What follows belongs to an exercise in optimizing a design on an open flow for small area, a short achievable clock period and few clock cycles; a production flow would make more cautious choices. Where RTL was checked, it was by simulation tests only, not by an equivalence proof against the original. For runs 3 to 8, only the layout was checked, not whether the RTL still works. No activity file was given, so power comes from the tool's default toggle rates.

==> design/flow/design.v <==
`timescale 1ns / 1ps
module filtering(
    output reg [7:0] out,
    output reg out_valid,
	 output reg [15:0] addr_edge,
	 output reg finished,
    output reg [15:0] addr_im,
    input  [7:0] dout_im,
    input start,
    input rst,
    input clk
    );
	reg [7:0] matrix [0:2][0:2];
	reg [1:0] row_matrix;
	reg [1:0] row_matrix1;
	reg [1:0] row_matrix2;
	reg [7:0] col1, col2;
	reg rd1, rd2;
	reg [7:0] row,col;
	reg start_flag;
	reg win_valid, ax_valid, abs_valid, a_valid;
	reg signed [10:0] Ax;
	reg signed [10:0] Ay;
	reg [9:0] abs_Ax;
	reg [9:0] abs_Ay;
	reg [10:0] A;
   always @(posedge clk) begin
     if ( rst ) begin
        start_flag<=0;
        addr_im<=0;
        finished<=0;
        rd1<=0;
        rd2<=0;
        win_valid<=0;
        ax_valid<=0;
        abs_valid<=0;
        a_valid<=0;
        out_valid<=0;
     end
     else begin
       if ( start && !start_flag ) begin
          start_flag<=1;
          finished<=0;
          row<=0;
          col<=0;
          row_matrix<=0;
          addr_edge<=16'hFFFF;
       end
       rd1<=0;
       if( start_flag==1 ) begin
	    row_matrix<=row_matrix+1;
		 row_matrix1<=row_matrix;
		 col1<=col;
		 rd1<=1;
		 addr_im<=224*(row+row_matrix)+col;
		 if( row_matrix==2 ) begin 
		     row_matrix<=0;
		     col<=col+1;
			  if ( col==223) begin 
		     row<=row+1;
			  col<=0;
			  if ( row==221 ) start_flag<=0;
		     end
		 end
       end
       rd2<=rd1;
       row_matrix2<=row_matrix1;
       col2<=col1;
       if ( rd2 ) begin
	    matrix[row_matrix2][2]<=dout_im;
		 matrix[row_matrix2][1]<=matrix[row_matrix2][2];
	    matrix[row_matrix2][0]<=matrix[row_matrix2][1];
       end
       win_valid<= rd2 && row_matrix2==2 && col2>=2;
       ax_valid<=win_valid;
	   if ( win_valid ) begin 
	      Ax<=matrix[0][0]+2*matrix[1][0]+matrix[2][0]-matrix[0][2]-2*matrix[1][2]-matrix[2][2];
         Ay<=matrix[0][0]+2*matrix[0][1]+matrix[0][2]-matrix[2][0]-2*matrix[2][1]-matrix[2][2];
       end
       abs_valid<=ax_valid;
       if ( ax_valid ) begin
         if ( Ax<0 )  abs_Ax<=-Ax;
         else 		abs_Ax<=Ax;	
         if ( Ay<0 )  abs_Ay<=-Ay;
         else 		abs_Ay<=Ay;	  
       end
       a_valid<=abs_valid;
       if ( abs_valid ) A<=abs_Ax+abs_Ay;
       out_valid<=a_valid;
       if ( a_valid ) begin
			if ( A>=200 ) out<=0;
			else out<=255;
			addr_edge<=addr_edge+1;
       end
       if ( out_valid && addr_edge==16'd49283 ) finished<=1;
     end
   end
endmodule
==> design/flow/run.sh <==
#!/bin/bash
# synth_recipe.tcl (not shown) runs the flow's synth.tcl, then flattens the netlist and writes it again
# the make line also repeats each setting of config.mk as NAME=value (left out here)
make -C /OpenROAD-flow-scripts/flow DESIGN_CONFIG=/design/flow/config.mk WORK_HOME=/design/flow/orfs CLKGATE_MAP_FILE= SYNTH_SCRIPT=/design/flow/synth_recipe.tcl finish
==> design/flow/config.mk <==
export PLATFORM = sky130hd
export DESIGN_NAME = filtering
export DESIGN_NICKNAME = filtering
export VERILOG_FILES = /design/flow/design.v
export SDC_FILE = /design/flow/constraint.sdc
export NUM_CORES = 4
export LEC_CHECK = 0
export CAP_MARGIN = 20
export CORE_MARGIN = 2
export CORE_UTILIZATION = 40
export SLEW_MARGIN = 20
==> design/flow/constraint.sdc <==
create_clock -name core_clock -period 4.5 [get_ports {clk}]
set_input_delay 0.9000 -clock core_clock [delete_from_list [all_inputs] [get_ports {clk}]]
set_output_delay 0.9000 -clock core_clock [all_outputs]
set_load 0.01 [all_outputs]
==> results.ini, run 1 <==
[finish]
n_antenna_cell=0
areaGrowthSynthToFinish_pct=11.70
layout-drive-gt1-share=0.1134
mostFrequentLayoutCells=231 x edfxtp_1, 194 x nand2_1, 117 x o21ai_0
layout_commonest_cell=edfxtp_1
nNetsFinal=1687

[clock_tree]
tritoncts=yes
path_clk_slew_ns=0.06
clock_latency_ns=0.57
cts_buffer_depth=3
cts_buffers=30
ctsHoldBuffers=0
post-cts-setup-buffers=0
cts_resized=0
h-tree-depth=1
ctsRootBufferMaster=clkbuf_16
cts.sinks=256

[drt]
vias_per_cell=5.575
antenna_left=0
avgRoutedWirePerCell_um=19.10
first_pass_iters=7
drtIter0Drc=933
drc=0
via_count=11710
wl_um=40120

[critical_path]
r2r_slack_ns=0.43
cp_data_arrival_time_ns=4.52
cp_max_fo=6
worst_setup_path_end_kind=register
critical_path_required_ns=4.95
critPathKind=reg2reg
start_kind=register

[floorplan]
initial_core_util=0.4039
num_rows=75
chipWidth_um=209.3
core_area_um2=41760
die_area_um2=43820
fp.dieH_um=209.3
ios=53

[place]
place_congestion=0.8560
io_buffers=52
dp_hpwl_um=29070

[grt]
grt_max_degree=48
antenna_found_initial=0
gr-total-overflow=0
first_global_vias=11730
grtUsageTotal=0.1866
grt_pass1_wl_um=64780

[sta]
max_freq_mhz=245.9
fin_skew_ns=0.02535
relSlewSlack=0.3299
slew_violations=0
tns_ns=0
hold_viol_final=0
min_period_ns=4.067
setup_viol=0
worstMarginPinSlew_ns=1.004
fin_crit_sh=0.9038
rsz0062_at_grt=false

[synth]
ys_seq_area_frac=0.4409
synth_flop_cell=edfxtp_1
avgSynthCellArea_um2=11.11
synthArstFlopShare=0
syn_area_um2=16870
synth_nets=1668
ys_types=59
syn_inst=1518
synth_edf_count=231
yosys_warnings=1
yosys_register_bits=256

[power]
pwr-share-comb=0.171
p_switching_mw=1.637
power.share.sequential=0.433
power.leakage_nw=7.215
p_per_area_nw_per_um2=330.7
ir_drop_mv=0.2988
power_mw=6.229
p_sw_frac=0.2628
pwr-share-clk=0.396
intPower_mw=4.593

[hold_path]
hold_class=reg2reg

[flow_run]
max_cap_violations=0

[run_status]
status=no timing/DRC/antenna violations

[through the flow]
stage / setup WS (ns) / hold WS [ns] / util / instance area, µm² / instances
after global routing: 0.01731 / 0.4233 / 0.4511 / 18840 / 2100
after CTS: 0.2847 / 0.4153 / 0.4507 / 18820 / 2099
after global placement: 0.4350 / 0.4030 / 0.4269 / 17830 / 2043
after detailed placement: 0.3243 / 0.4045 / 0.4269 / 17830 / 2043
after floorplan: 0.6914 / 0.4003 / - / 16870 / 1518
final: 0.4330 / 0.4159 / 0.4511 / 18840 / 2100
[cells in the mapped netlist (11+ instances only)]
master    number  area (µm²)
nand3_1       30       150.1
ha_1          69       863.3
a21oi_1       91       455.4
nand2_1      194       728.2
xnor2_1       48       420.4
inv_1         99       371.6
mux2_2        16       180.2
nand4_1       11       68.82
edfxtp_1     231        6937
a21o_1        12       90.09
nor2b_1       17       106.4
buf_4         18       135.1
dfxtp_1       25       500.5
buf_2         20       100.1
mux2i_1       43       430.4
o21ai_1       14       70.07
nand2b_1      12       75.07
fa_1          70        1401
o221ai_1      14       122.6
nor2_1       112       420.4
o21ai_0      117       585.6
clkbuf_1      52       195.2
xor2_1        27       236.5
mux4_2        55        1239
[state kept, by name (all words and copies together) (netlist names), 10 cells and up]
register   cells
addr_edge     16
matrix       128
Ax            11
abs_Ay        10
abs_Ax        10
addr_im       16
Ay            11
[worst max-delay path, cell delays in order (launching register included)]
cell and delay (ns):
edfxtp_1 0.46, ha_1 0.25, fa_1 0.47, xor2_2 0.25
fa_1 0.54, ha_1 0.16, inv_1 0.05, fa_1 0.39
nand2b_1 0.17, a21oi_1 0.15, xor2_1 0.32, nand3_1 0.18
or3_1 0.34, a31o_2 0.23
[layer usage]
metal | vias to the layer above | wire (µm) | global-route usage
li1 | 5479 | - | -
met1 | 5764 | 17200 | 0.2521
met2 | 386 | 19420 | 0.3124
met3 | 79 | 2374 | 0.02289
met4 | 0 | 1119 | 0.06453
met5 | - | 0 | 0
[cell families after synthesis]
| logic type | synth area share |
|---|---|
| and+or+nand+nor | 0.1076 |
| muxes | 0.1112 |
| xor gates and xnor gates | 0.03895 |
| DFF | 0.4409 |
| AOI/OAI and AO/OA | 0.1131 |
| adders and majority gates | 0.1343 |
| buffers and inverters | 0.05386 |
[cell type report]
cell class | instances | area (µm²)
Clock inverter | 19 | 196.4
Timing Repair Buffer | 90 | 822.0
Inverter | 100 | 375.4
Multi-Input combinational cell | 1059 | 8536
Tap cell | 539 | 674.4
Fill cell | 3783 | 22920
Clock buffer | 37 | 798.3
Sequential cell | 256 | 7437
[power groups by stage]
stage / registers [mW] / clock network, mW / logic, mW
final: 2.70 / 2.47 / 1.06
after global routing: 2.71 / 2.61 / 1.20
after CTS: 2.70 / 2.51 / 1.07
after detailed placement: 2.75 / 0 / 1.06
after global placement: 2.75 / 0 / 1.05
after floorplan: 2.74 / 0 / 0.811
[worst paths after layout]
kind	endpoint	cells past startpoint	start
max	addr_im[14]	13	row[0]
min	col2[6]	0	col1[6]
max reg2reg	addr_im[14]	13	row[0]
min reg2reg	col2[6]	0	col1[6]
Testbench counts, summed over its fixed seeds: cycles 1,790,304.
==> run 2: changes to the inputs <==
==> design/flow/design.v (replaced) <==
`timescale 1ns / 1ps
module filtering(
    output reg [7:0] out,
    output reg out_valid,
    output reg [15:0] addr_edge,
    output reg finished,
    output reg [15:0] addr_im,
    input  [7:0] dout_im,
    input start,
    input rst,
    input clk
    );
   localparam M = 8;
   reg [7:0] px [0:2*M];
   integer i;
   reg       active;       
   reg       run;          
   reg [2:0] j;            
   reg [7:0] x;            
   reg f1v, f1j, f1x, f1l;
   reg f2v, f2j, f2x, f2l;
   reg [8:0] up1, vp1;     
   reg [9:0] up2, vp2;     
   wire [7:0] pa = px[2*M];
   wire [7:0] pb = px[M];
   wire [7:0] pc = px[0];
   wire [8:0] l  = pa + pb;           
   wire [8:0] r  = pb + pc;           
   wire [7:0] npc = ~pc;
   wire [8:0] eo = pa + npc;          
   wire [10:0] u = up2 + {2'b00, ~r};    
   wire [10:0] v = vp2 + l;              
   wire edge_hit = (u >= 11'd866) || (u <= 11'd666) || (v >= 11'd866) || (v <= 11'd666);
   always @(posedge clk) begin
      px[0] <= dout_im;
      for (i = 1; i <= 2*M; i = i + 1) px[i] <= px[i-1];
      up1 <= l;
      up2 <= up1 + eo;
      vp1 <= r;
      vp2 <= eo + {1'b0, ~vp1};
   end
   always @(posedge clk) begin
      if (rst) begin
         active <= 0;
         run <= 0;
         f1v <= 0; f2v <= 0;
         f1l <= 0; f2l <= 0;
         out_valid <= 0;
         finished <= 0;
      end else begin
         if (start && !active) begin
            active <= 1;
            run <= 1;
            finished <= 0;
            addr_im <= 0;
            j <= 0;
            x <= 0;
            addr_edge <= 16'hFFFF;
         end else if (run) begin
            j <= j + 1;
            if (j == 7) begin
               if (x == 223) begin
                  x <= 0;
                  addr_im <= addr_im - 16'd447;
               end else begin
                  x <= x + 1;
                  addr_im <= addr_im - 16'd1567;
               end
            end else
               addr_im <= addr_im + 16'd224;
            if (addr_im == 16'd50175) run <= 0;
         end
         f1v <= run && j >= 2 && x >= 2;
         f1j <= j == 2;
         f1x <= x == 2;
         f1l <= run && addr_im == 16'd50175;
         f2v <= f1v; f2j <= f1j; f2x <= f1x; f2l <= f1l;
         out_valid <= f2v;
         out <= edge_hit ? 8'd0 : 8'd255;
         if (f2v)
            addr_edge <= addr_edge + (f2j ? (f2x ? 16'd1 : -16'd1109) : 16'd222);
         if (f2l) begin
            finished <= 1;
            active <= 0;
         end
      end
   end
endmodule
==> results.ini, run 2 <==
[place]
place_congestion=0.7847  ; -8.3%
place_ws_ns=0.6615  ; +0.3372 ns
placed_area_um2=10220  ; -43%
io_buffers=52  ; unchanged
dp_hpwl_um=11790  ; -59%

[finish]
n_antenna_cell=0  ; unchanged
layout-drive-gt1-share=0.06243  ; -0.05096
top_regs=px (136), addr_edge (16), addr_im (16)
largest_register_ffs=136  ; +6.3%
areaGrowthSynthToFinish_pct=18.11
fillers=2052  ; -46%
mostFrequentLayoutCells=182 x dfxtp_1, 86 x ha_1, 67 x inv_1
nNetsFinal=1018  ; -40%
final_area_um2=11060  ; -41%
largest-register=px
layout_commonest_cell=dfxtp_1

[floorplan]
core_area_um2=22780  ; -45%
ios=53  ; unchanged
fp.dieH_um=157.0  ; -25%
num_rows=55  ; -27%
chipWidth_um=157.0  ; -25%
die_area_um2=24650  ; -44%
initial_core_util=0.4111  ; +0.007201

[sta]
relSlewSlack=0.4566  ; +0.1267
setup_viol=0  ; unchanged
rsz0062_at_grt=false
timing.hold.ws_ns=0.3234  ; -0.09249 ns
slew_violations=0  ; unchanged
max_freq_mhz=259.9  ; +5.7%
worstMarginPinSlew_ns=0.8151  ; -0.1889 ns
hold_viol_final=0  ; unchanged
tns_ns=0  ; unchanged
fin_skew_ns=0.007477  ; -0.01788 ns
fin_ws_ns=0.6525  ; +0.2195 ns
min_period_ns=3.847  ; -0.2195 ns
fin_crit_sh=0.8550  ; -0.04878

[grt]
gr-total-overflow=0  ; unchanged
grtUsageTotal=0.1381  ; -0.04851
grt_pass1_wl_um=27590  ; -57%
first_global_vias=5877  ; -50%
antenna_found_initial=0  ; unchanged
grt_max_degree=23  ; -52%

[clock_tree]
ctsHoldBuffers=0  ; unchanged
cts_buffers=24  ; -20%
clock_latency_ns=0.50  ; -0.07 ns
cts.sinks=230  ; -10%
h-tree-depth=1  ; unchanged
tritoncts=yes
ctsRootBufferMaster=clkbuf_16
post-cts-setup-buffers=0  ; unchanged
cts_resized=0  ; unchanged
path_clk_slew_ns=0.06  ; about the same
cts_buffer_depth=3  ; unchanged

[synth]
ys_types=60  ; +1.7%
syn_area_um2=9364  ; -44%
yosysTopAreaCellShare=0.3891  ; -0.02218
synth_flop_cell=dfxtp_1
ys_seq_area_frac=0.5430  ; +0.1021
synth.most_common_cell=dfxtp_1
ys_top_cells_by_count=182 x dfxtp_1, 86 x ha_1, 67 x inv_1
synthArstFlopShare=0  ; unchanged
synth_edf_count=48  ; -79%
synth_top_area_cell=dfxtp_1
yosys_register_bits=230  ; -10%
avgSynthCellArea_um2=11.07  ; -0.38%
synthTopCellsByArea=dfxtp_1 39%, edfxtp_1 15%, ha_1 11%
syn_inst=846  ; -44%
synth_nets=951  ; -43%
yosys_warnings=2  ; +1

[critical_path]
cp_slowest_cell=or3_1
start_kind=register
crit_chain=ha_1 > inv_1 > fa_1 > nor2b_1 > o21ai_0 > a21boi_0 > o21ai_0 > a21boi_0 > o21ai_0 > nor2b_1 > ha_1 > or3_1 > a32oi_1 > mux2i_1 > a2111oi_2
cp_data_arrival_time_ns=4.15  ; -0.37 ns
worst_path_most_repeated_cell=o21ai_0
critPathMaxStageDelay_ns=0.41  ; -0.13 ns
worst_setup_path_end_kind=register
cp_max_fo=5  ; -1
critPathKind=reg2reg
critical_path_required_ns=4.80  ; -0.15 ns

[drt]
wl_um=16070  ; -60%
vias_per_cell=4.746  ; -15%
avgRoutedWirePerCell_um=12.94  ; -32%
drtIter0Drc=197  ; -79%
first_pass_iters=4  ; -3
via_count=5895  ; -50%
antenna_left=0  ; unchanged
drc=0  ; unchanged

[power]
p_per_area_nw_per_um2=549.4  ; +66%
ir_drop_mv=0.3443  ; +15%
power.leakage_nw=4.588  ; -36%

[run_status]
status=no timing/DRC/antenna violations

[hold_path]
hold_class=reg2reg

[flow_run]
max_cap_violations=0  ; unchanged

run 2: cell types whose count changed in the layout (fill, tap and decap cells not counted), moves of 16 or more:
cell	change
fa_1	-62
a21oi_1	-45
inv_1	-32
nor2_1	-48
edfxtp_1	-183
buf_4	-33
mux2_2	-16
ha_1	+19
nand2_1	-142
mux4_2	-55
dfxtp_1	+157
mux2i_1	-38
o21ai_0	-83
run 2: path summary, 6_finish.rpt:
kind / start / cells past startpoint / endpoint / slack (ns)
setup / recovery: px[8][0] / 15 / out[6] / 0.65
hold / removal: px[15][4] / 0 / px[16][4] / 0.32
setup reg to reg: px[8][0] / 15 / out[6] / 0.65
hold reg to reg: px[15][4] / 0 / px[16][4] / 0.32
run 2: cell type report:
cell class	count	area [µm²]	area share
Clock buffer	35	744.5	0.06732
Clock inverter	7	95.09	0.008598
Inverter	67	251.5	0.02274
Multi-Input combinational cell	535	3949	0.3571
Sequential cell	230	5085	0.4598
Tap cell	313	391.6	0.03541
Timing Repair Buffer	55	543.0	0.04910
run 2: kinds of logic after synthesis:
logic type	count (synthesis)	share of synthesized area
simple gates	207	0.1050
mux	5	0.005345
flops	230	0.5430
buf+inv	81	0.03527
xor+xnor	73	0.06828
compound gates	156	0.1110
fa+ha+maj	94	0.1320
run 2: per-stage QoR:
stage | cells | power, mW | utilization
4_1_cts | 1242 | 6.142 | 0.4855
2_1_floorplan | 846 | 3.728 | -
3_3_place_gp | 1200 | 4.060 | 0.4487
3_5_place_dp | 1200 | 4.089 | 0.4487
5_1_grt | 1242 | 6.481 | 0.4855
6_report | 1242 | 6.076 | 0.4855
run 2: worst max-delay path, delay by kind of cell (launching register included):
kind,cells,cell delay [ns]
flip-flops,1,0.36
AND/OR/NAND/NOR,3,0.67
multiplexers,1,0.13
AO/OA/AOI/OAI,7,1.53
buffers and inverters,1,0.06
adder cells (fa/ha/maj),3,0.90
run 2: routing by layer:
metal,up-vias,share of wire,GRT usage
met3,13,0.041,0.02450
met2,81,0.44,0.2220
met5,-,0,0
met1,2721,0.51,0.1920
li1,3080,-,-
met4,0,0.011,0.03713
run 2: report_power, final:
group	internal, mW	switching (mW)	total [mW]
logic	0.739	0.876	1.62
clock network	1.26	0.768	2.03
registers	2.33	0.104	2.43
Testbench counts of run 2, summed over its fixed seeds: cycles 795,684.
==> run 3: changes to the inputs <==
==> design/flow/design.v (replaced) <==
`timescale 1ns / 1ps
module filtering(
    output reg [7:0] out,
    output reg out_valid,
    output reg [15:0] addr_edge,
    output reg finished,
    output reg [15:0] addr_im,
    input  [7:0] dout_im,
    input start,
    input rst,
    input clk
    );
   localparam M = 8;
   reg [7:0] px [0:2*M];
   integer i;
   wire [7:0] pa = px[2*M];
   wire [7:0] pb = px[M];
   wire [7:0] pc = px[0];
   wire [7:0] npc = ~pc;
   reg [8:0] lr, rr, er;      
   reg [8:0] lr1, rr1;        
   reg [9:0] xs, ys;          
   reg [10:0] us, vs;         
   wire [8:0] nrr1 = ~rr1;
   wire [8:0] nrr  = ~rr;
   always @(posedge clk) begin
      px[0] <= dout_im;
      for (i = 1; i <= 2*M; i = i + 1) px[i] <= px[i-1];
      lr  <= pa + pb;
      rr  <= pb + pc;
      er  <= pa + npc;
      lr1 <= lr;
      rr1 <= rr;
      xs  <= lr1 + er;
      ys  <= er + nrr1;
      us  <= xs + nrr;
      vs  <= ys + lr;
   end
   wire edge_hit = (us >= 11'd866) || (us <= 11'd666) || (vs >= 11'd866) || (vs <= 11'd666);
   reg       pend;           
   reg       run;
   reg [2:0] j;
   reg [7:0] x;
   reg       j7;             
   reg       xe;             
   reg       s0;             
   reg       fv, fj, fx, fl;  
   wire [15:0] de = fj ? (fx ? 16'd1 : -16'd1109) : 16'd222;
   wire [8:0]  ae_lo  = {1'b0, addr_edge[7:0]} + {1'b0, de[7:0]};
   wire [7:0]  ae_hi0 = addr_edge[15:8] + de[15:8];
   wire [7:0]  ae_hi1 = addr_edge[15:8] + de[15:8] + 8'd1;
   always @(posedge clk) begin
      if (rst) begin
         pend <= 0;
         run <= 0;
         fv <= 0;
         fl <= 0;
         out_valid <= 0;
         finished <= 0;
      end else begin
         pend <= start && !run && !pend;
         if (start && !run && !pend) finished <= 0;
         if (pend) run <= 1;
         fv <= run && ((j >= 5 && x >= 2) || (j <= 2 && (x >= 3 || (x == 0 && !s0))));
         fl <= run && addr_im == 16'd50176;
         out_valid <= fv;
         if (fl) begin
            finished <= 1;
            run <= 0;
         end
      end
   end
   always @(posedge clk) begin
      if (pend) begin
         addr_im <= 0;
         j <= 0;
         j7 <= 0;
         x <= 0;
         xe <= 0;
         s0 <= 1;
         addr_edge <= 16'hFFFF;
      end else begin
         if (run) begin
            j <= j + 1;
            j7 <= j == 6;
            xe <= x == 223;
            if (j7) begin
               x <= x + 1;
               if (xe) begin
                  x <= 0;
                  s0 <= 0;
                  addr_im <= addr_im - 16'd447;
               end else
                  addr_im <= addr_im - 16'd1567;
            end else
               addr_im <= addr_im + 16'd224;
         end
         if (fv)
            addr_edge <= {ae_lo[8] ? ae_hi1 : ae_hi0, ae_lo[7:0]};
      end
      fj <= j == 5;
      fx <= x == 2;
      out <= edge_hit ? 8'd0 : 8'd255;
   end
endmodule
==> results.ini, run 3 <==
[critical_path]
critical_path_required_ns=4.89  ; +0.09 ns
worst_setup_path_end_kind=register
path_buf_inv=1  ; unchanged
rr_worst_depth=11  ; -4
critPathKind=reg2reg
start_kind=register
endpoint=addr_edge[13]
cp_slowest_cell=or4_4
rr_endpoint=addr_edge[13]
critPathMaxStageDelay_ns=0.47  ; +0.06 ns
worst_path_most_repeated_cell=ha_1
startpoint=fx
r2r_slack_ns=1.31  ; +0.65 ns
regToRegStartpoint=fx
crit_cells=11  ; -4
crit_family=simple AND/OR/NAND/NOR gates
cp_max_fo=11  ; +6
cp_data_arrival_time_ns=3.58  ; -0.57 ns
crit_chain=nand2b_4 > clkinv_2 > ha_1 > ha_1 > and2_1 > a221oi_1 > nand3_1 > or4_4 > a211o_1 > a311oi_1 > a41oi_1

[finish]
largest-register=px
largest_register_ffs=136  ; unchanged
areaGrowthSynthToFinish_pct=17.36
fillers=2401  ; +17%
top_regs=px (136), addr_edge (16), addr_im (16)
layout-drive-gt1-share=0.05784  ; -0.004597
n_antenna_cell=0  ; unchanged
nNetsFinal=1155  ; +13%
layout_commonest_cell=dfxtp_1
mostFrequentLayoutCells=278 x dfxtp_1, 85 x ha_1, 78 x inv_1
final_area_um2=12210  ; +10%

[power]
power_mw=7.028  ; +16%
ir_drop_mv=0.3878  ; +13%
power.leakage_nw=5.298  ; +15%
p_per_area_nw_per_um2=575.4  ; +4.7%

[hold_path]
min_from=px[9][0]
hold_class=reg2reg

[floorplan]
initial_core_util=0.4028  ; -0.008287
die_area_um2=27330  ; +11%
num_rows=59  ; +7.3%
chipWidth_um=165.3  ; +5.3%
fp.dieH_um=165.3  ; +5.3%
core_area_um2=25840  ; +13%
ios=53  ; unchanged

[clock_tree]
h-tree-depth=1  ; unchanged
clock_latency_ns=0.55  ; +0.05 ns
ctsHoldBuffers=0  ; unchanged
post-cts-setup-buffers=0  ; unchanged
cts_buffers=29  ; +21%
cts_buffer_depth=3  ; unchanged
cts.sinks=278  ; +21%
path_clk_slew_ns=0.07  ; about the same
cts_resized=0  ; unchanged
tritoncts=yes
ctsRootBufferMaster=clkbuf_16

[synth]
syn_area_um2=10410  ; +11%
yosys_register_bits=278  ; +21%
synth_top_area_cell=dfxtp_1
synthArstFlopShare=0  ; unchanged
syn_inst=991  ; +17%
ys_top_cells_by_count=278 x dfxtp_1, 85 x ha_1, 78 x inv_1
yosysTopAreaCellShare=0.5347  ; +0.1456
synth.most_common_cell=dfxtp_1
ys_seq_area_frac=0.5347  ; -0.008281
ys_types=67  ; +12%
yosys_warnings=2  ; unchanged
synth_edf_count=0  ; -100%
synth_flop_cell=dfxtp_1
synthTopCellsByArea=dfxtp_1 53%, ha_1 10%, a21oi_1 3.4%
avgSynthCellArea_um2=10.50  ; -5.1%
synth_nets=1095  ; +15%

[sta]
min_period_ns=3.195  ; -0.6526 ns
slew_violations=0  ; unchanged
fin_ws_ns=1.305  ; +0.6526 ns
max_freq_mhz=313.0  ; +20%
worstMarginPinSlew_ns=0.6380  ; -0.1771 ns
tns_ns=0  ; unchanged
relSlewSlack=0.5741  ; +0.1175
hold_viol_final=0  ; unchanged
rsz0062_at_grt=false
fin_crit_sh=0.7100  ; -0.1450
timing.hold.ws_ns=0.3233  ; -0.00007500 ns
fin_skew_ns=0.01200  ; +0.004526 ns
setup_viol=0  ; unchanged

[drt]
wl_um=17500  ; +8.9%
avgRoutedWirePerCell_um=12.44  ; -3.9%
drtIter0Drc=323  ; +64%
vias_per_cell=4.814  ; +1.4%
first_pass_iters=4  ; unchanged
drc=0  ; unchanged
antenna_left=0  ; unchanged
via_count=6774  ; +15%

[grt]
gr-total-overflow=0  ; unchanged
first_global_vias=6478  ; +10%
grt_max_degree=31  ; +35%
antenna_found_initial=0  ; unchanged
grt_pass1_wl_um=29660  ; +7.5%
grtUsageTotal=0.1309  ; -0.007259

[flow_run]
max_cap_violations=0  ; unchanged

[place]
dp_hpwl_um=12390  ; +5.1%
placed_area_um2=11190  ; +9.5%
io_buffers=52  ; unchanged
place_congestion=0.7982  ; +1.7%
place_ws_ns=1.359  ; +0.6970 ns

[run_status]
status=no timing/DRC/antenna violations

-- run 3: worst min-delay path by stage --
stage | end | slack (ns) | depth (start not counted)
after floorplan | px[10][0] | 0.31 | 0
after global placement | px[8][7] | 0.31 | 0
after detailed placement | px[11][0] | 0.31 | 0
after CTS | px[5][3] | 0.32 | 0
after global routing | px[5][3] | 0.33 | 0
final | px[10][0] | 0.32 | 0
-- run 3: kinds of logic after synthesis --
logic type,count (synthesis),synth area share
DFF,278,0.5347
and+or+nand+nor,228,0.1105
AOI/OAI and AO/OA,203,0.1190
buffers and inverters,104,0.04532
adders and majority gates,93,0.1176
xor gates and xnor gates,74,0.06227
muxes,11,0.01058
-- run 3: final cells by class --
cell class                      instances  area (µm²)  share of cell area
Clock buffer                           38       799.5             0.06546
Sequential cell                       278        5565              0.4556
Timing Repair Buffer                   54       535.5             0.04384
Tap cell                              335       419.2             0.03432
Inverter                               79       297.8             0.02438
Multi-Input combinational cell        609        4370              0.3578
Clock inverter                         14       226.5             0.01854
-- run 3: metrics by stage --
stage	utilization	instances
after floorplan	-	991
after detailed placement	0.4330	1355
after global routing	0.4727	1407
after CTS	0.4727	1407
final	0.4727	1407
after global placement	0.4330	1355
-- run 3: worst register-to-register path, delay by kind of cell, from the launching register on --
family / cells / cell delay, ns
adders and majority gates: 2 / 0.56
buffers and inverters: 1 / 0.14
and+or+nand+nor: 4 / 1.04
AOI/OAI and AO/OA: 4 / 0.96
DFF: 1 / 0.34
-- run 3: per-layer routing --
| metal | vias up | share of wire | global-route usage |
|---|---|---|---|
| li1 | 3496 | - | - |
| met1 | 3137 | 0.49 | 0.1812 |
| met2 | 111 | 0.45 | 0.2114 |
| met3 | 30 | 0.045 | 0.02173 |
| met4 | 0 | 0.019 | 0.03683 |
| met5 | - | 0 | 0 |
-- run 3: report_power, final --
group	internal [mW]	switching [mW]
logic	0.711	0.753
clock network	1.55	0.968
registers	2.84	0.212
total	5.10	1.93
==> run 4: changes to the inputs <==
--- a/design/flow/config.mk
+++ b/design/flow/config.mk
@@ -8,4 +8,5 @@
 export CAP_MARGIN = 20
 export CORE_MARGIN = 2
 export CORE_UTILIZATION = 40
+export SETUP_SLACK_MARGIN = 2.3
 export SLEW_MARGIN = 20
==> results.ini, run 4 <==
[synth]
synth_nets=1095  ; unchanged
yosys_warnings=2  ; unchanged
syn_inst=991  ; unchanged
syn_area_um2=10410  ; unchanged
synthArstFlopShare=0  ; unchanged
yosysTopAreaCellShare=0.5347  ; unchanged
avgSynthCellArea_um2=10.50  ; unchanged
ys_seq_area_frac=0.5347  ; unchanged
synth_edf_count=0  ; unchanged
synth_top_area_cell=dfxtp_1
ys_top_cells_by_count=278 x dfxtp_1, 85 x ha_1, 78 x inv_1
ys_types=67  ; unchanged
synth_flop_cell=dfxtp_1
synthTopCellsByArea=dfxtp_1 53%, ha_1 10%, a21oi_1 3.4%
yosys_register_bits=278  ; unchanged
synth.most_common_cell=dfxtp_1

[place]
placedCellCount=1355  ; unchanged
place_congestion=0.8490  ; +6.4%
io_buffers=52  ; unchanged
dp_hpwl_um=12480  ; +0.73%
placed_area_um2=11290  ; +0.94%
place_ws_ns=1.661  ; +0.3025 ns

[flow_run]
max_cap_violations=0  ; unchanged

[power]
p_switching_mw=2.006  ; +3.8%
pwr-share-clk=0.351  ; -0.007
power.leakage_nw=5.628  ; +6.2%
p_sw_frac=0.2808  ; +0.005793
ir_drop_mv=0.3235  ; -17%
p_per_area_nw_per_um2=561.3  ; -2.5%
intPower_mw=5.139  ; +0.84%
power.share.sequential=0.427  ; -0.007
pwr-share-comb=0.221  ; +0.013
power_mw=7.145  ; +1.7%

[hold_path]
min_from=px[11][1]
min_to=px[12][1]
hold_path_depth=0  ; unchanged
hold_class=reg2reg

[clock_tree]
cts.sinks=278  ; unchanged
h-tree-depth=1  ; unchanged
ctsHoldBuffers=0  ; unchanged
clock_latency_ns=0.55  ; about the same
tritoncts=yes
ctsRootBufferMaster=clkbuf_16
path_clk_slew_ns=0.06  ; about the same
cts_buffers=29  ; unchanged
cts_buffer_depth=3  ; unchanged

[finish]
layout-drive-gt1-share=0.1497  ; +0.09189
layout_commonest_cell=dfxtp_1
top_regs=px (136), addr_edge (16), addr_im (16)
mostFrequentLayoutCells=247 x dfxtp_1, 77 x ha_1, 76 x inv_1
fillers=2380  ; -0.87%
n_antenna_cell=0  ; unchanged
nNetsFinal=1183  ; +2.4%
areaGrowthSynthToFinish_pct=22.30
final_area_um2=12730  ; +4.2%
largest-register=px
largest_register_ffs=136  ; unchanged
final_cells=1437  ; +2.1%

[critical_path]
cp_data_arrival_time_ns=3.15  ; -0.43 ns
critPathMaxStageDelay_ns=0.58  ; +0.11 ns
regToRegStartpoint=fx
crit_chain=nand2b_4 > buf_6 > xnor2_4 > ha_4 > nor2_1 > a221oi_4 > nand3_2 > or4_4 > a211o_1 > a311oi_1 > a41oi_1
r2r_slack_ns=1.73  ; +0.43 ns
cp_max_fo=5  ; -6
cp_slowest_cell=or4_4
rr_worst_depth=11  ; unchanged
critical_path_required_ns=4.88  ; about the same
critPathKind=reg2reg
start_kind=register
rr_endpoint=addr_edge[13]
worst_setup_path_end_kind=register

[floorplan]
core_area_um2=25840  ; unchanged
fp.dieH_um=165.3  ; unchanged
die_area_um2=27330  ; unchanged
num_rows=59  ; unchanged
initial_core_util=0.4028  ; unchanged
ios=53  ; unchanged
chipWidth_um=165.3  ; unchanged

[sta]
slew_violations=0  ; unchanged
tns_ns=0  ; unchanged
hold_viol_final=0  ; unchanged
fin_ws_ns=1.730  ; +0.4252 ns
fin_skew_ns=0.01833  ; +0.006324 ns
min_period_ns=2.770  ; -0.4252 ns
setup_viol=0  ; unchanged
worstMarginPinSlew_ns=0.5940  ; -0.04407 ns
fin_crit_sh=0.6155  ; -0.09449
max_freq_mhz=361.1  ; +15%
rsz0062_at_grt=true
relSlewSlack=0.6035  ; +0.02942

[grt]
grt_max_degree=32  ; +3.2%
grt_pass1_wl_um=30260  ; +2.0%
gr-total-overflow=0  ; unchanged
first_global_vias=6480  ; +0.031%
antenna_found_initial=0  ; unchanged
grtUsageTotal=0.1343  ; +0.003485

[drt]
antenna_left=0  ; unchanged
avgRoutedWirePerCell_um=12.66  ; +1.7%
first_pass_iters=4  ; unchanged
wl_um=18190  ; +3.9%
via_count=6839  ; +0.96%
drtIter0Drc=227  ; -30%
drc=0  ; unchanged
vias_per_cell=4.759  ; -1.1%

[run_status]
status=no timing/DRC/antenna violations

## run 4: power groups by stage
| stage | Sequential (mW) | Clock, mW | Combinational [mW] |
|---|---|---|---|
| 5_1_grt | 3.10 | 2.69 | 1.80 |
| 2_1_floorplan | 3.04 | 0 | 1.19 |
| 3_3_place_gp | 3.10 | 0 | 1.46 |
| 4_1_cts | 3.06 | 2.59 | 1.51 |
| 6_report | 3.05 | 2.51 | 1.58 |
| 3_5_place_dp | 3.11 | 0 | 1.48 |
## run 4: through the flow
step                      hold slack [ns]    util
after floorplan                    0.3096       -
after global placement             0.3103  0.4371
after detailed placement           0.3121  0.4371
after CTS                          0.3179  0.4864
after global routing               0.3245  0.4926
final                              0.3190  0.4926
## run 4: final cells by class
cell class / count / area, µm² / area share
tap: 335 / 419.2 / 0.03293
clock buffer: 40 / 868.3 / 0.06822
multi-input combinational: 609 / 4627 / 0.3635
clock inverter: 14 / 177.7 / 0.01396
sequential: 278 / 5624 / 0.4419
timing repair buffer: 82 / 710.7 / 0.05583
inverter: 79 / 301.5 / 0.02369
## run 4: worst max-delay path, delay by kind of cell (launching register included)
kind	cells	cell delay, ns
AO/OA/AOI/OAI	4	0.89
XOR/XNOR	1	0.14
adder cells (fa/ha/maj)	1	0.16
buffers and inverters	1	0.14
flip-flops	1	0.32
AND/OR/NAND/NOR	4	0.96
## run 4: worst max path at each step
stage                     startpoint  slack, ns            end  depth (start not counted)
final                             fx       1.73  addr_edge[13]                         11
after global routing              fx       1.64  addr_edge[13]                         11
after CTS                         fx       1.82  addr_edge[15]                         11
after detailed placement          fx       1.66  addr_edge[15]                         11
after global placement            fx       1.72  addr_edge[13]                         11
after floorplan                   fx       1.99  addr_edge[15]                         11
## run 4: cells by family after synthesis
family                   count (synthesis)  share of synthesized area
flip-flops                             278                     0.5347
AND/OR/NAND/NOR                        228                     0.1105
AO/OA/AOI/OAI                          203                     0.1190
buffers and inverters                  104                    0.04532
adder cells (fa/ha/maj)                 93                     0.1176
XOR/XNOR                                74                    0.06227
multiplexers                            11                    0.01058
## run 4: metal layers
layer,GRT usage,up-vias,share of wire
li1,-,3557,-
met1,0.1796,3119,0.48
met2,0.2210,119,0.45
met3,0.02647,44,0.041
met4,0.03879,0,0.026
met5,0,-,0
## run 4: repair_timing
| item | 4_1_cts | 5_1_grt |
|---|---|---|
| setup endpoints to repair | 59 | 37 |
| pin swaps | 15 | 23 |
| gates resized for setup | 85 | 37 |
| setup buffers | 22 | 6 |
==> run 5: changes to the inputs <==
--- a/design/flow/design.v
+++ b/design/flow/design.v
@@ -44,11 +44,12 @@
    reg       j7;             
    reg       xe;             
    reg       s0;             
-   reg       fv, fj, fx, fl;  
-   wire [15:0] de = fj ? (fx ? 16'd1 : -16'd1109) : 16'd222;
-   wire [8:0]  ae_lo  = {1'b0, addr_edge[7:0]} + {1'b0, de[7:0]};
-   wire [7:0]  ae_hi0 = addr_edge[15:8] + de[15:8];
-   wire [7:0]  ae_hi1 = addr_edge[15:8] + de[15:8] + 8'd1;
+   reg       fv, fl;         
+   reg       fj1, fj2, fs;   
+   wire [7:0] klo = fv ? 8'd222 : (fj1 ? (fs ? 8'd35 : 8'd205) : 8'd0);
+   wire [8:0] ae_lo = {1'b0, addr_edge[7:0]} + {1'b0, klo};
+   wire [7:0] ae_hi_inc = addr_edge[15:8] + 8'd1;
+   wire [7:0] ae_hi_jmp = addr_edge[15:8] + (fs ? 8'd255 : 8'd250);
    always @(posedge clk) begin
       if (rst) begin
          pend <= 0;
@@ -95,11 +96,15 @@
             end else
                addr_im <= addr_im + 16'd224;
          end
-         if (fv)
-            addr_edge <= {ae_lo[8] ? ae_hi1 : ae_hi0, ae_lo[7:0]};
+         addr_edge[7:0] <= ae_lo[7:0];
+         if (fj2)
+            addr_edge[15:8] <= ae_hi_jmp;
+         else if (ae_lo[8])
+            addr_edge[15:8] <= ae_hi_inc;
       end
-      fj <= j == 5;
-      fx <= x == 2;
+      fj1 <= run && j == 3 && x >= 2;
+      fj2 <= run && j == 4 && x >= 2;
+      fs <= x == 2;
       out <= edge_hit ? 8'd0 : 8'd255;
    end
 endmodule
==> results.ini, run 5 <==
[critical_path]
startpoint=fs
worst_setup_path_end_kind=register
cp_max_fo=5  ; unchanged
cp_data_arrival_time_ns=2.61  ; -0.54 ns
regToRegStartpoint=fs
start_kind=register
critical_path_required_ns=4.92  ; +0.04 ns
critPathKind=reg2reg

[finish]
layout-drive-gt1-share=0.1099  ; -0.03979
layout_commonest_cell=dfxtp_1
largest-register=px
nNetsFinal=1138  ; -3.8%
multiInputGateArea_um2=4502  ; -2.7%
mostFrequentLayoutCells=258 x dfxtp_1, 87 x ha_1, 68 x nor2_1
n_antenna_cell=0  ; unchanged
largest_register_ffs=136  ; unchanged
top_regs=px (136), addr_edge (16), addr_im (16)
fillers=2252  ; -5.4%
seq_area_um2=5624  ; unchanged
areaGrowthSynthToFinish_pct=20.00
final_area_um2=12340  ; -3.0%

[drt]
route.met2.wl_um=8254  ; +0.55%
via_count=6679  ; -2.3%
drtIter0Drc=318  ; +40%
wl_um=18170  ; -0.10%
vias_per_cell=4.854  ; +2.0%
drc=0  ; unchanged
first_pass_iters=4  ; unchanged
avgRoutedWirePerCell_um=13.21  ; +4.3%
topRoutingLayerUsed=met4
route.met3.wl_um=659  ; -11%
m1WireLength_um=8822  ; +0.64%
antenna_left=0  ; unchanged

[power]
p_per_area_nw_per_um2=615.3  ; +9.6%
power.leakage_nw=5.340  ; -5.1%
ir_drop_mv=0.3325  ; +2.8%

[synth]
ys_top_cells_by_count=279 x dfxtp_1, 91 x ha_1, 68 x nor2_1
syn_area_um2=10280  ; -1.2%
yosysTopAreaCellShare=0.5431  ; +0.008322
synthArstFlopShare=0  ; unchanged
synthTopCellsByArea=dfxtp_1 54%, ha_1 11%, xnor2_1 3.6%
yosys_warnings=2  ; unchanged
synth.most_common_cell=dfxtp_1
syn_inst=948  ; -4.3%
avgSynthCellArea_um2=10.85  ; +3.3%
synth_edf_count=0  ; unchanged
synth_top_area_cell=dfxtp_1
synth_nets=1059  ; -3.3%
ys_types=68  ; +1.5%
synth_flop_cell=dfxtp_1
yosys_register_bits=279  ; +0.36%
ys_seq_area_frac=0.5431  ; +0.008322

[sta]
min_period_ns=2.194  ; -0.5754 ns
max_freq_mhz=455.7  ; +26%
setup_viol=0  ; unchanged
relSlewSlack=0.3715  ; -0.2320
fin_crit_sh=0.4876  ; -0.1279
fin_skew_ns=0.01029  ; -0.008042 ns
fin_ws_ns=2.306  ; +0.5754 ns
slew_violations=0  ; unchanged
rsz0062_at_grt=true
hold_viol_final=0  ; unchanged
worstMarginPinSlew_ns=0.9356  ; +0.3416 ns
tns_ns=0  ; unchanged

[hold_path]
min_from=px[11][6]
hold_class=reg2reg

[clock_tree]
cts_buffer_depth=3  ; unchanged
cts_buffers=27  ; -6.9%
ctsRootBufferMaster=clkbuf_16
ctsHoldBuffers=0  ; unchanged
tritoncts=yes
cts.sinks=279  ; +0.36%
clock_latency_ns=0.54  ; about the same
h-tree-depth=1  ; unchanged
path_clk_slew_ns=0.06  ; about the same

[grt]
gr-total-overflow=0  ; unchanged
grtUsageTotal=0.1353  ; +0.0009982
antenna_found_initial=0  ; unchanged
grt_max_degree=42  ; +31%
grt_pass1_wl_um=29900  ; -1.2%
first_global_vias=6463  ; -0.26%

[place]
dp_hpwl_um=12650  ; +1.4%
io_buffers=52  ; unchanged
placed_area_um2=11140  ; -1.4%
place_congestion=0.8694  ; +2.4%
place_ws_ns=1.959  ; +0.2984 ns

[floorplan]
die_area_um2=27010  ; -1.2%
ios=53  ; unchanged
core_area_um2=25180  ; -2.5%
initial_core_util=0.4084  ; +0.005618
fp.dieH_um=164.4  ; -0.58%
chipWidth_um=164.4  ; -0.58%
num_rows=58  ; -1.7%

[run_status]
status=no timing/DRC/antenna violations

[flow_run]
max_cap_violations=0  ; unchanged

-- run 5: cell count changes after synthesis, moves of 5 or more --
| cell | before | now |
|---|---|---|
| inv_1 | 78 | 66 |
| mux2i_1 | 11 | 3 |
| ha_1 | 85 | 91 |
| xor2_1 | 36 | 25 |
| a211oi_1 | 2 | 14 |
| nand2_1 | 62 | 34 |
| o21bai_1 | 9 | 14 |
| a21o_1 | 17 | 25 |
| a21oi_1 | 71 | 58 |
| nand3_1 | 15 | 6 |
| nand2b_1 | 8 | 13 |
| nor4_1 | 4 | 13 |
| o21ai_0 | 50 | 39 |
-- run 5: worst paths after layout --
path                                       to  slack [ns]  cells after the start
worst max-delay path            addr_edge[15]        2.31                      9
worst min-delay path                px[12][6]        0.32                      0
worst max register to register  addr_edge[15]        2.31                      9
worst min register to register      px[12][6]        0.32                      0
-- run 5: kinds of logic after synthesis --
family | synth area share
compound gates | 0.1322
xor+xnor | 0.05706
fa+ha+maj | 0.1282
buf+inv | 0.03443
flops | 0.5431
mux | 0.004015
simple gates | 0.1010
-- run 5: cell type report --
| cell class | count | area share |
|---|---|---|
| clock buffer | 39 | 0.06083 |
| inverter | 67 | 0.02038 |
| timing repair buffer | 69 | 0.05150 |
| clock inverter | 9 | 0.01338 |
| multi-input combinational | 583 | 0.3648 |
| sequential | 279 | 0.4557 |
| tap | 330 | 0.03346 |
-- run 5: through the flow --
step | hold slack (ns) | util | power (mW) | std cells
after detailed placement | 0.3121 | 0.4423 | 5.208 | 1313
after floorplan | 0.3096 | - | 4.666 | 948
after global placement | 0.3097 | 0.4423 | 5.190 | 1313
after global routing | 0.3254 | 0.4901 | 8.088 | 1376
after CTS | 0.3216 | 0.4826 | 7.586 | 1368
final | 0.3206 | 0.4901 | 7.593 | 1376
-- run 5: layer usage --
| layer | global-route usage | vias to the layer above |
|---|---|---|
| li1 | - | 3462 |
| met1 | 0.1781 | 3097 |
| met2 | 0.2240 | 88 |
| met3 | 0.02247 | 32 |
| met4 | 0.04864 | 0 |
| met5 | 0 | - |
-- run 5: repair_timing --
action / CTS / global route
setup buffers: 7 / 8
endpoints found under the setup margin: 52 / 18
pin swaps: 5 / 12
resized for setup: 72 / 33
endpoints found under the hold margin: 0 / 0
-- run 5: critical path, cell delays in order, from the launching register on --
cell and delay [ns]:
dfxtp_2 0.34, inv_2 0.04, a21o_4 0.25, ha_1 0.34
a211oi_2 0.27, o211ai_1 0.19, nand2_2 0.17, buf_6 0.11
nor4_2 0.03, or3_1 0.34
-- run 5: report_power, final --
group | switching, mW | internal [mW] | total [mW]
registers | 0.263 | 2.92 | 3.18
logic | 1.09 | 1.01 | 2.11
clock network | 0.914 | 1.39 | 2.31
==> run 6: changes to the inputs <==
--- a/design/flow/config.mk
+++ b/design/flow/config.mk
@@ -8,5 +8,7 @@
 export CAP_MARGIN = 20
 export CORE_MARGIN = 2
 export CORE_UTILIZATION = 40
+export CTS_BUF_LIST = sky130_fd_sc_hd__clkbuf_4 sky130_fd_sc_hd__clkbuf_8
+export CTS_CLUSTER_SIZE = 30
 export SETUP_SLACK_MARGIN = 2.3
 export SLEW_MARGIN = 20
==> results.ini, run 6 <==
[run_status]
status=no timing/DRC/antenna violations

[drt]
avgRoutedWirePerCell_um=13.05  ; -1.2%
drc=0  ; unchanged
drtIter0Drc=303  ; -4.7%
vias_per_cell=4.814  ; -0.82%
via_count=6725  ; +0.69%
first_pass_iters=4  ; unchanged
wl_um=18240  ; +0.36%
antenna_left=0  ; unchanged

[grt]
gr-total-overflow=0  ; unchanged
grt_pass1_wl_um=30220  ; +1.1%
antenna_found_initial=0  ; unchanged
grtUsageTotal=0.1375  ; +0.002153
first_global_vias=6528  ; +1.0%
grt_max_degree=42  ; unchanged

[finish]
layout-drive-gt1-share=0.1359  ; +0.02595
nNetsFinal=1149  ; +0.97%
layout_commonest_cell=dfxtp_1
largest_register_ffs=136  ; unchanged
largest-register=px
fillers=2260  ; +0.36%
final_area_um2=12260  ; -0.64%
areaGrowthSynthToFinish_pct=19.23
n_antenna_cell=0  ; unchanged
top_regs=px (136), addr_edge (16), addr_im (16)
mostFrequentLayoutCells=257 x dfxtp_1, 87 x ha_1, 68 x nor2_1
final_util=0.4870  ; -0.003130

[synth]
syn_area_um2=10280  ; unchanged
yosys_register_bits=279  ; unchanged
synth_edf_count=0  ; unchanged
synth_flop_cell=dfxtp_1
avgSynthCellArea_um2=10.85  ; unchanged
yosysTopAreaCellShare=0.5431  ; unchanged
ys_seq_area_frac=0.5431  ; unchanged
synth.most_common_cell=dfxtp_1
synthArstFlopShare=0  ; unchanged
ys_top_cells_by_count=279 x dfxtp_1, 91 x ha_1, 68 x nor2_1
synth_top_area_cell=dfxtp_1
synth_nets=1059  ; unchanged
synthTopCellsByArea=dfxtp_1 54%, ha_1 11%, xnor2_1 3.6%
ys_types=68  ; unchanged
syn_inst=948  ; unchanged
yosys_warnings=2  ; unchanged

[place]
place_ws_ns=1.959  ; unchanged
placed_area_um2=11140  ; unchanged
place_congestion=0.8694  ; unchanged
io_buffers=52  ; unchanged
dp_hpwl_um=12650  ; unchanged

[sta]
setup_viol=0  ; unchanged
min_period_ns=2.183  ; -0.01169 ns
hold_viol_final=0  ; unchanged
worstMarginPinSlew_ns=0.9526  ; +0.01706 ns
relSlewSlack=0.3600  ; -0.01146
rsz0062_at_grt=true
max_freq_mhz=458.2  ; +0.54%
slew_violations=0  ; unchanged
fin_crit_sh=0.4850  ; -0.002598
tns_ns=0  ; unchanged
fin_skew_ns=0.03462  ; +0.02434 ns
fin_ws_ns=2.317  ; +0.01169 ns

[critical_path]
path_buf_inv=1  ; -1
regToRegStartpoint=fv
worst_setup_path_end_kind=register
critPathKind=reg2reg
start_kind=register
crit_family=simple AND/OR/NAND/NOR gates
cp_slowest_cell=dfxtp_2
critPathMaxStageDelay_ns=0.41  ; +0.07 ns
cp_max_fo=6  ; +1
critical_path_required_ns=4.91  ; about the same
startpoint=fv
crit_chain=nor2b_4 > ha_4 > fa_2 > a211oi_2 > o211ai_1 > nand2_2 > buf_4 > nor4_1 > or3_1
cp_data_arrival_time_ns=2.59  ; -0.02 ns

[floorplan]
core_area_um2=25180  ; unchanged
chipWidth_um=164.4  ; unchanged
fp.dieH_um=164.4  ; unchanged
die_area_um2=27010  ; unchanged
initial_core_util=0.4084  ; unchanged
num_rows=58  ; unchanged
ios=53  ; unchanged

[hold_path]
hold_class=reg2reg
min_from=px[11][1]

[power]
power_mw=7.435  ; -2.1%
power.leakage_nw=5.354  ; +0.26%
ir_drop_mv=0.3450  ; +3.8%
p_per_area_nw_per_um2=606.3  ; -1.5%

[clock_tree]
tritoncts=yes
ctsHoldBuffers=0  ; unchanged
cts.sinks=279  ; unchanged
path_clk_slew_ns=0.06  ; about the same
clock_latency_ns=0.56  ; +0.02 ns
cts_buffers=44  ; +63%
h-tree-depth=2  ; +1
cts_buffer_depth=3  ; unchanged
ctsRootBufferMaster=clkbuf_8

[flow_run]
max_cap_violations=0  ; unchanged

-- run 6: cell counts after synthesis --
Identical to the previous run, type by type.
-- run 6: final cells by class --
cell class / count / area (µm²) / area share
inverter: 67 / 251.5 / 0.02051
clock inverter: 13 / 132.6 / 0.01082
timing repair buffer: 63 / 566.8 / 0.04622
clock buffer: 62 / 784.5 / 0.06397
tap: 330 / 412.9 / 0.03367
multi-input combinational: 583 / 4492 / 0.3663
sequential: 279 / 5623 / 0.4585
-- run 6: path summary, 6_finish.rpt --
path                            slack (ns)             to  cells past startpoint
worst max register to register        2.32  addr_edge[15]                      9
worst max-delay path                  2.32  addr_edge[15]                      9
worst min-delay path                  0.30      px[12][1]                      0
worst min register to register        0.30      px[12][1]                      0
-- run 6: cells by family (layout without fill, tap and decap cells) --
family,count (synthesis),count (layout),synth area share
simple gates,205,205,0.1010
xor+xnor,67,67,0.05706
flops,279,279,0.5431
compound gates,207,207,0.1322
buf+inv,86,205,0.03443
mux,4,4,0.004015
fa+ha+maj,100,100,0.1282
-- run 6: where the power goes --
group	total (mW)	switching [mW]	internal, mW
combinational	2.07	1.08	0.988
sequential	3.18	0.261	2.92
clock	2.19	0.941	1.25
total	7.43	2.28	5.15
-- run 6: through the flow --
stage | hold slack, ns | cells
global route | 0.3173 | 1397
detailed placement | 0.3121 | 1313
finish | 0.3031 | 1397
floorplan | 0.3096 | 948
global placement | 0.3097 | 1313
CTS | 0.3070 | 1394
-- run 6: worst register-to-register path, cell delays in order, from the launching register on --
cell      delay, ns
dfxtp_2        0.41
nor2b_4        0.06
ha_4           0.16
fa_2           0.38
a211oi_2       0.24
o211ai_1       0.19
nand2_2        0.14
buf_4          0.13
nor4_1         0.05
or3_1          0.31
-- run 6: per-layer routing --
layer	up-vias	global-route usage	share of wire
met5	-	0	0
met2	116	0.2248	0.45
li1	3480	-	-
met1	3092	0.1780	0.49
met4	0	0.04944	0.025
met3	37	0.03131	0.039
-- run 6: repair_timing --
| action | CTS | global route |
|---|---|---|
| setup endpoints to repair | 52 | 24 |
| pin swaps | 3 | 7 |
| buffers inserted | 6 | 3 |
| resized for setup | 68 | 31 |
==> run 7: changes to the inputs <==
--- a/design/flow/config.mk
+++ b/design/flow/config.mk
@@ -8,7 +8,5 @@
 export CAP_MARGIN = 20
 export CORE_MARGIN = 2
 export CORE_UTILIZATION = 40
-export CTS_BUF_LIST = sky130_fd_sc_hd__clkbuf_4 sky130_fd_sc_hd__clkbuf_8
-export CTS_CLUSTER_SIZE = 30
-export SETUP_SLACK_MARGIN = 2.3
+export SETUP_SLACK_MARGIN = 2.6
 export SLEW_MARGIN = 20
==> results.ini, run 7 <==
[finish]
multiInputGateArea_um2=4877  ; +8.6%
top_regs=px (136), addr_edge (16), addr_im (16)
n_antenna_cell=0  ; unchanged
largest_register_ffs=136  ; unchanged
areaGrowthSynthToFinish_pct=30.44
seq_area_um2=5703  ; +1.4%
final_util=0.5327  ; +0.04576
fillers=2152  ; -4.8%
layout_commonest_cell=dfxtp_1
nNetsFinal=1180  ; +2.7%
layout-drive-gt1-share=0.2711  ; +0.1352
largest-register=px
mostFrequentLayoutCells=231 x dfxtp_1, 75 x ha_1, 68 x nor2_1

[critical_path]
cp_max_fo=4  ; -2
path_buf_inv=1  ; unchanged
worst_setup_path_end_kind=register
critPathMaxStageDelay_ns=0.42  ; about the same
crit_family=compound AO/OA/AOI/OAI gates
crit_chain=nor2b_4 > ha_4 > fa_2 > a211oi_4 > o211ai_1 > nand2_2 > buf_4 > nor2_1 > a211o_1
start_kind=register
cp_data_arrival_time_ns=2.53  ; -0.06 ns
cp_slowest_cell=fa_2
critPathKind=reg2reg
r2r_slack_ns=2.41  ; +0.09 ns
critical_path_required_ns=4.94  ; +0.03 ns

[floorplan]
die_area_um2=27010  ; unchanged
fp.dieH_um=164.4  ; unchanged
num_rows=58  ; unchanged
initial_core_util=0.4084  ; unchanged
core_area_um2=25180  ; unchanged
ios=53  ; unchanged
chipWidth_um=164.4  ; unchanged

[sta]
relSlewSlack=0.4490  ; +0.08899
fin_crit_sh=0.4642  ; -0.02081
slew_violations=0  ; unchanged
fin_skew_ns=0.008584  ; -0.02604 ns
fin_ws_ns=2.411  ; +0.09364 ns
tns_ns=0  ; unchanged
max_freq_mhz=478.7  ; +4.5%
hold_viol_final=0  ; unchanged
rsz0062_at_grt=true
min_period_ns=2.089  ; -0.09364 ns
worstMarginPinSlew_ns=0.8265  ; -0.1262 ns
setup_viol=0  ; unchanged

[grt]
antenna_found_initial=0  ; unchanged
gr-total-overflow=0  ; unchanged
grtUsageTotal=0.1431  ; +0.005575
first_global_vias=6754  ; +3.5%
grt_pass1_wl_um=31630  ; +4.7%
grt_max_degree=42  ; unchanged

[synth]
ys_types=68  ; unchanged
synth_edf_count=0  ; unchanged
synthTopCellsByArea=dfxtp_1 54%, ha_1 11%, xnor2_1 3.6%
yosys_warnings=2  ; unchanged
synthArstFlopShare=0  ; unchanged
ys_seq_area_frac=0.5431  ; unchanged
synth_flop_cell=dfxtp_1
synth.most_common_cell=dfxtp_1
ys_top_cells_by_count=279 x dfxtp_1, 91 x ha_1, 68 x nor2_1
synth_nets=1059  ; unchanged
syn_inst=948  ; unchanged
yosysTopAreaCellShare=0.5431  ; unchanged
yosys_register_bits=279  ; unchanged
avgSynthCellArea_um2=10.85  ; unchanged
synth_top_area_cell=dfxtp_1
syn_area_um2=10280  ; unchanged

[clock_tree]
ctsRootBufferMaster=clkbuf_16
cts_buffers=29  ; -34%
clock_latency_ns=0.55  ; about the same
path_clk_slew_ns=0.06  ; about the same
cts_buffer_depth=3  ; unchanged
tritoncts=yes
cts.sinks=279  ; unchanged
h-tree-depth=1  ; -1

[drt]
antenna_left=0  ; unchanged
vias_per_cell=4.870  ; +1.2%
wl_um=19790  ; +8.5%
via_count=6925  ; +3.0%
drtIter0Drc=315  ; +4.0%
first_pass_iters=4  ; unchanged
drc=0  ; unchanged
avgRoutedWirePerCell_um=13.92  ; +6.6%

[hold_path]
hold_class=reg2reg

[place]
dp_hpwl_um=12900  ; +2.0%
io_buffers=52  ; unchanged
place_ws_ns=2.010  ; +0.05085 ns
place_congestion=0.7997  ; -8.0%

[power]
p_per_area_nw_per_um2=634.0  ; +4.6%
power_mw=8.505  ; +14%
power.leakage_nw=5.705  ; +6.6%
ir_drop_mv=0.3626  ; +5.1%

[flow_run]
max_cap_violations=0  ; unchanged

[run_status]
status=no timing/DRC/antenna violations

run 7: through the flow:
step | hold slack (ns) | instances | instance area, µm²
final | 0.3223 | 1422 | 13420
after global routing | 0.3273 | 1422 | 13420
after CTS | 0.3243 | 1406 | 12910
after detailed placement | 0.3121 | 1311 | 11230
after global placement | 0.3096 | 1311 | 11230
after floorplan | 0.3096 | 948 | 10410
run 7: power by group:
group | leakage (nW) | total, mW | switching (mW) | internal (mW)
Clock | 0.552 | 2.75 | 1.00 | 1.75
Combinational | 2.80 | 2.56 | 1.26 | 1.30
Sequential | 2.35 | 3.20 | 0.266 | 2.93
run 7: kinds of logic (layout without fill, tap and decap cells):
logic type	count (synthesis)	count (layout)	share of synthesized area
xor gates and xnor gates	67	67	0.05706
DFF	279	279	0.5431
and+or+nand+nor	205	205	0.1010
adders and majority gates	100	100	0.1282
buffers and inverters	86	230	0.03443
muxes	4	4	0.004015
AOI/OAI and AO/OA	207	207	0.1322
run 7: final cells by class:
type,count,area share
sequential,279,0.4251
multi-input combinational,583,0.3636
timing repair buffer,109,0.07704
clock buffer,32,0.05643
tap,330,0.03078
clock inverter,22,0.02798
inverter,67,0.01912
run 7: what timing repair did:
item / in CTS / in global routing
endpoints found under the setup margin: 87 / 77
pin swaps: 32 / 52
hold endpoints to repair: 0 / 0
setup buffers: 41 / 16
hold buffers: 0 / 0
resized for setup: 297 / 85
gates cloned: 0 / 0
run 7: final timing paths:
kind / start / cells past startpoint / to
max: fj1 / 9 / addr_edge[13]
min: px[4][7] / 0 / px[5][7]
max reg2reg: fj1 / 9 / addr_edge[13]
min reg2reg: px[4][7] / 0 / px[5][7]
run 7: worst register-to-register path, stage by stage, from the launching register on:
cell and delay (ns):
dfxtp_2 0.33, nor2b_4 0.13, ha_4 0.16, fa_2 0.42
a211oi_4 0.22, o211ai_1 0.15, nand2_2 0.16, buf_4 0.15
nor2_1 0.04, a211o_1 0.22
run 7: per-layer routing:
layer  routed length (µm)  GRT usage  up-vias
met5                    0          0        -
met4                  385    0.04226        0
met1                 9367     0.1890     3249
met3                  862    0.02652       39
li1                     -          -     3535
met2                 9179     0.2383      102
==> run 8: changes to the inputs <==
--- a/design/flow/design.v
+++ b/design/flow/design.v
@@ -20,7 +20,6 @@
    reg [8:0] lr, rr, er;      
    reg [8:0] lr1, rr1;        
    reg [9:0] xs, ys;          
-   reg [10:0] us, vs;         
    wire [8:0] nrr1 = ~rr1;
    wire [8:0] nrr  = ~rr;
    always @(posedge clk) begin
@@ -33,9 +32,9 @@
       rr1 <= rr;
       xs  <= lr1 + er;
       ys  <= er + nrr1;
-      us  <= xs + nrr;
-      vs  <= ys + lr;
    end
+   wire [10:0] us = xs + nrr;   
+   wire [10:0] vs = ys + lr;    
    wire edge_hit = (us >= 11'd866) || (us <= 11'd666) || (vs >= 11'd866) || (vs <= 11'd666);
    reg       pend;           
    reg       run;
@@ -62,8 +61,8 @@
          pend <= start && !run && !pend;
          if (start && !run && !pend) finished <= 0;
          if (pend) run <= 1;
-         fv <= run && ((j >= 5 && x >= 2) || (j <= 2 && (x >= 3 || (x == 0 && !s0))));
-         fl <= run && addr_im == 16'd50176;
+         fv <= run && ((j >= 4 && x >= 2) || (j <= 1 && (x >= 3 || (x == 0 && !s0))));
+         fl <= run && j == 1 && addr_im == 16'd49952;
          out_valid <= fv;
          if (fl) begin
             finished <= 1;
@@ -102,8 +101,8 @@
          else if (ae_lo[8])
             addr_edge[15:8] <= ae_hi_inc;
       end
-      fj1 <= run && j == 3 && x >= 2;
-      fj2 <= run && j == 4 && x >= 2;
+      fj1 <= run && j == 2 && x >= 2;
+      fj2 <= run && j == 3 && x >= 2;
       fs <= x == 2;
       out <= edge_hit ? 8'd0 : 8'd255;
    end
--- a/design/flow/config.mk
+++ b/design/flow/config.mk
@@ -8,5 +8,5 @@
 export CAP_MARGIN = 20
 export CORE_MARGIN = 2
 export CORE_UTILIZATION = 40
-export SETUP_SLACK_MARGIN = 2.6
+export SETUP_SLACK_MARGIN = 2.3
 export SLEW_MARGIN = 20
==> results.ini, run 8 <==
[synth]
avgSynthCellArea_um2=10.68  ; -1.6%
synth.most_common_cell=dfxtp_1
yosysTopAreaCellShare=0.5353  ; -0.007788
synth_nets=1010  ; -4.6%
ys_top_cells_by_count=257 x dfxtp_1, 90 x ha_1, 71 x inv_1
synthTopCellsByArea=dfxtp_1 54%, ha_1 12%, xnor2_1 3.7%
syn_area_um2=9612  ; -6.5%
synth_flop_cell=dfxtp_1
syn_inst=900  ; -5.1%
ys_types=59  ; -13%
yosys_register_bits=257  ; -7.9%
synth_top_area_cell=dfxtp_1
ys_seq_area_frac=0.5353  ; -0.007788
yosys_warnings=2  ; unchanged
synthArstFlopShare=0  ; unchanged
synth_edf_count=0  ; unchanged

[floorplan]
num_rows=56  ; -3.4%
chipWidth_um=159.0  ; -3.2%
fp.dieH_um=159.0  ; -3.2%
ios=53  ; unchanged
initial_core_util=0.4083  ; about the same
die_area_um2=25290  ; -6.4%
core_area_um2=23540  ; -6.5%

[flow_run]
max_cap_violations=0  ; unchanged

[power]
p_per_area_nw_per_um2=639.5  ; +0.87%
intPower_mw=5.233  ; -12%
p_switching_mw=2.266  ; -10%
power.share.sequential=0.376  ; about the same
p_sw_frac=0.3022  ; +0.004790
power_mw=7.499  ; -12%
ir_drop_mv=0.2982  ; -18%
power.leakage_nw=5.217  ; -8.6%
pwr-share-clk=0.314  ; -0.009
pwr-share-comb=0.310  ; +0.009

[finish]
final_util=0.4981  ; -0.03466
layout-drive-gt1-share=0.1261  ; -0.1449
final_area_um2=11730  ; -13%
mostFrequentLayoutCells=236 x dfxtp_1, 85 x ha_1, 68 x inv_1
n_antenna_cell=0  ; unchanged
final_cells=1318  ; -7.3%
areaGrowthSynthToFinish_pct=22.00
top_regs=px (136), addr_edge (16), addr_im (16)
largest-register=px
nNetsFinal=1089  ; -7.7%
layout_commonest_cell=dfxtp_1
largest_register_ffs=136  ; unchanged

[sta]
worstMarginPinSlew_ns=0.5215  ; -0.3049 ns
relSlewSlack=0.6523  ; +0.2033
hold_viol_final=0  ; unchanged
tns_ns=0  ; unchanged
rsz0062_at_grt=true
min_period_ns=2.367  ; +0.2780 ns
fin_skew_ns=0.01259  ; +0.004009 ns
slew_violations=0  ; unchanged
setup_viol=0  ; unchanged
max_freq_mhz=422.5  ; -12%
fin_crit_sh=0.5260  ; +0.06178

[clock_tree]
cts_buffer_depth=3  ; unchanged
h-tree-depth=1  ; unchanged
ctsRootBufferMaster=clkbuf_16
tritoncts=yes
cts.sinks=257  ; -7.9%
cts_buffers=26  ; -10%
clock_latency_ns=0.52  ; -0.03 ns
path_clk_slew_ns=0.06  ; about the same

[hold_path]
hold_class=reg2reg
hold_path_depth=0  ; unchanged

[grt]
met1_usage=0.1753  ; -0.01370
grt_max_degree=27  ; -36%
grt_util_met3=0.02318  ; -0.003332
busiest_layer=met2
grtUsageMet2=0.2115  ; -0.02684
grtUsageTotal=0.1291  ; -0.01393
first_global_vias=5883  ; -13%
antenna_found_initial=0  ; unchanged
gr-total-overflow=0  ; unchanged
grt_pass1_wl_um=27600  ; -13%

[drt]
drc=0  ; unchanged
antenna_left=0  ; unchanged
drtIter0Drc=238  ; -24%
vias_per_cell=4.656  ; -4.4%
avgRoutedWirePerCell_um=12.62  ; -9.3%
first_pass_iters=4  ; unchanged
wl_um=16640  ; -16%
via_count=6136  ; -11%

[critical_path]
cp_max_fo=3  ; -1
worst_setup_path_end_kind=register
cp_data_arrival_time_ns=2.79  ; +0.26 ns
critical_path_required_ns=4.92  ; -0.02 ns
critPathKind=reg2reg
start_kind=register
rr_worst_depth=10  ; +1

[run_status]
status=no timing/DRC/antenna violations

[place]
io_buffers=52  ; unchanged
placedCellCount=1255  ; -4.3%
dp_hpwl_um=11690  ; -9.4%
place_congestion=0.8121  ; +1.6%
placed_area_um2=10480  ; -6.7%

## run 8: power by group through the flow
stage | Clock, mW | Combinational, mW | Sequential [mW]
2_1_floorplan | 0 | 1.69 | 2.83
4_1_cts | 2.42 | 2.20 | 2.82
5_1_grt | 2.52 | 2.61 | 2.86
3_3_place_gp | 0 | 2.20 | 2.86
6_report | 2.36 | 2.32 | 2.82
3_5_place_dp | 0 | 2.22 | 2.86
## run 8: cells by family after synthesis
| kind of cell | after synthesis | synth area share |
|---|---|---|
| AOI/OAI and AO/OA | 178 | 0.1203 |
| xor gates and xnor gates | 72 | 0.06561 |
| adders and majority gates | 99 | 0.1359 |
| buffers and inverters | 90 | 0.03801 |
| DFF | 257 | 0.5353 |
| muxes | 7 | 0.007290 |
| and+or+nand+nor | 197 | 0.09763 |
## run 8: final timing paths
| check | from | end | slack, ns |
|---|---|---|---|
| worst max register to register | rr[0] | out[6] | 2.13 |
| worst max-delay path | rr[0] | out[6] | 2.13 |
| worst min register to register | px[10][7] | px[11][7] | 0.32 |
| worst min-delay path | px[10][7] | px[11][7] | 0.32 |
## run 8: routing by layer
metal  routed length, µm  part of all wire
met1                8283              0.50
met2                7426              0.45
met3                 615             0.037
met4                 312             0.019
met5                   0                 0
## run 8: repair_timing
| item | 4_1_cts | 5_1_grt |
|---|---|---|
| pin swaps | 17 | 15 |
| resized for setup | 77 | 25 |
| setup buffers | 7 | 8 |
| endpoints found under the setup margin | 52 | 13 |
| hold buffers | 0 | 0 |
## run 8: per-stage QoR
step	hold slack, ns	setup slack (ns)
6_report	0.3223	2.133
5_1_grt	0.3283	2.021
4_1_cts	0.3234	2.093
3_5_place_dp	0.3121	1.889
3_3_place_gp	0.3096	1.932
2_1_floorplan	0.3096	2.135
## run 8: cell type report
type	instances	area, µm²
Fill cell	2195	11820
Clock buffer	36	779.5
Sequential cell	257	5174
Tap cell	319	399.1
Timing Repair Buffer	69	610.6
Multi-Input combinational cell	553	4299
Inverter	72	270.3
Clock inverter	12	193.9
## run 8: critical path, cell delays in order (launching register included)
cell and delay, ns:
dfxtp_2 0.33, inv_2 0.04, ha_4 0.15, fa_2 0.35, a211oi_2 0.22, nor2_1 0.08
xor2_1 0.16, or4b_1 0.52, a31oi_1 0.20, mux2i_1 0.12, nor4_2 0.12

port drivers added, routing unchanged:
Ports are ideal in the flow. The routed layouts listed here were re-timed in OpenROAD.
Step 1 sets driving cells, clkbuf_16 on the clock port and buf_2 on the other inputs (assumed; they add their load-dependent delay and slew).
Step 2, shift: input delay + t, output delay - t, t = (earliest + latest rising clock arrival at the registers) / 2. This alone moves slack from input paths to output paths.
Slacks: ideal / step 1 / step 2; pairs: ideal / step 1.
run	shift t [ns]	setup slack, ns
run 1	0.609	0.433 / 0.433 / 0.433
run 2	0.542	0.653 / 0.653 / 0.653
run 3	0.587	1.305 / 1.305 / 1.305
run 4	0.592	1.730 / 1.730 / 1.730
run 5	0.577	2.306 / 2.306 / 2.306
run 6	0.579	2.317 / 2.317 / 2.317
run 7	0.595	2.411 / 2.386 / 2.411
run 8	0.556	2.133 / 2.133 / 2.133
After both steps every run listed still meets setup and hold.
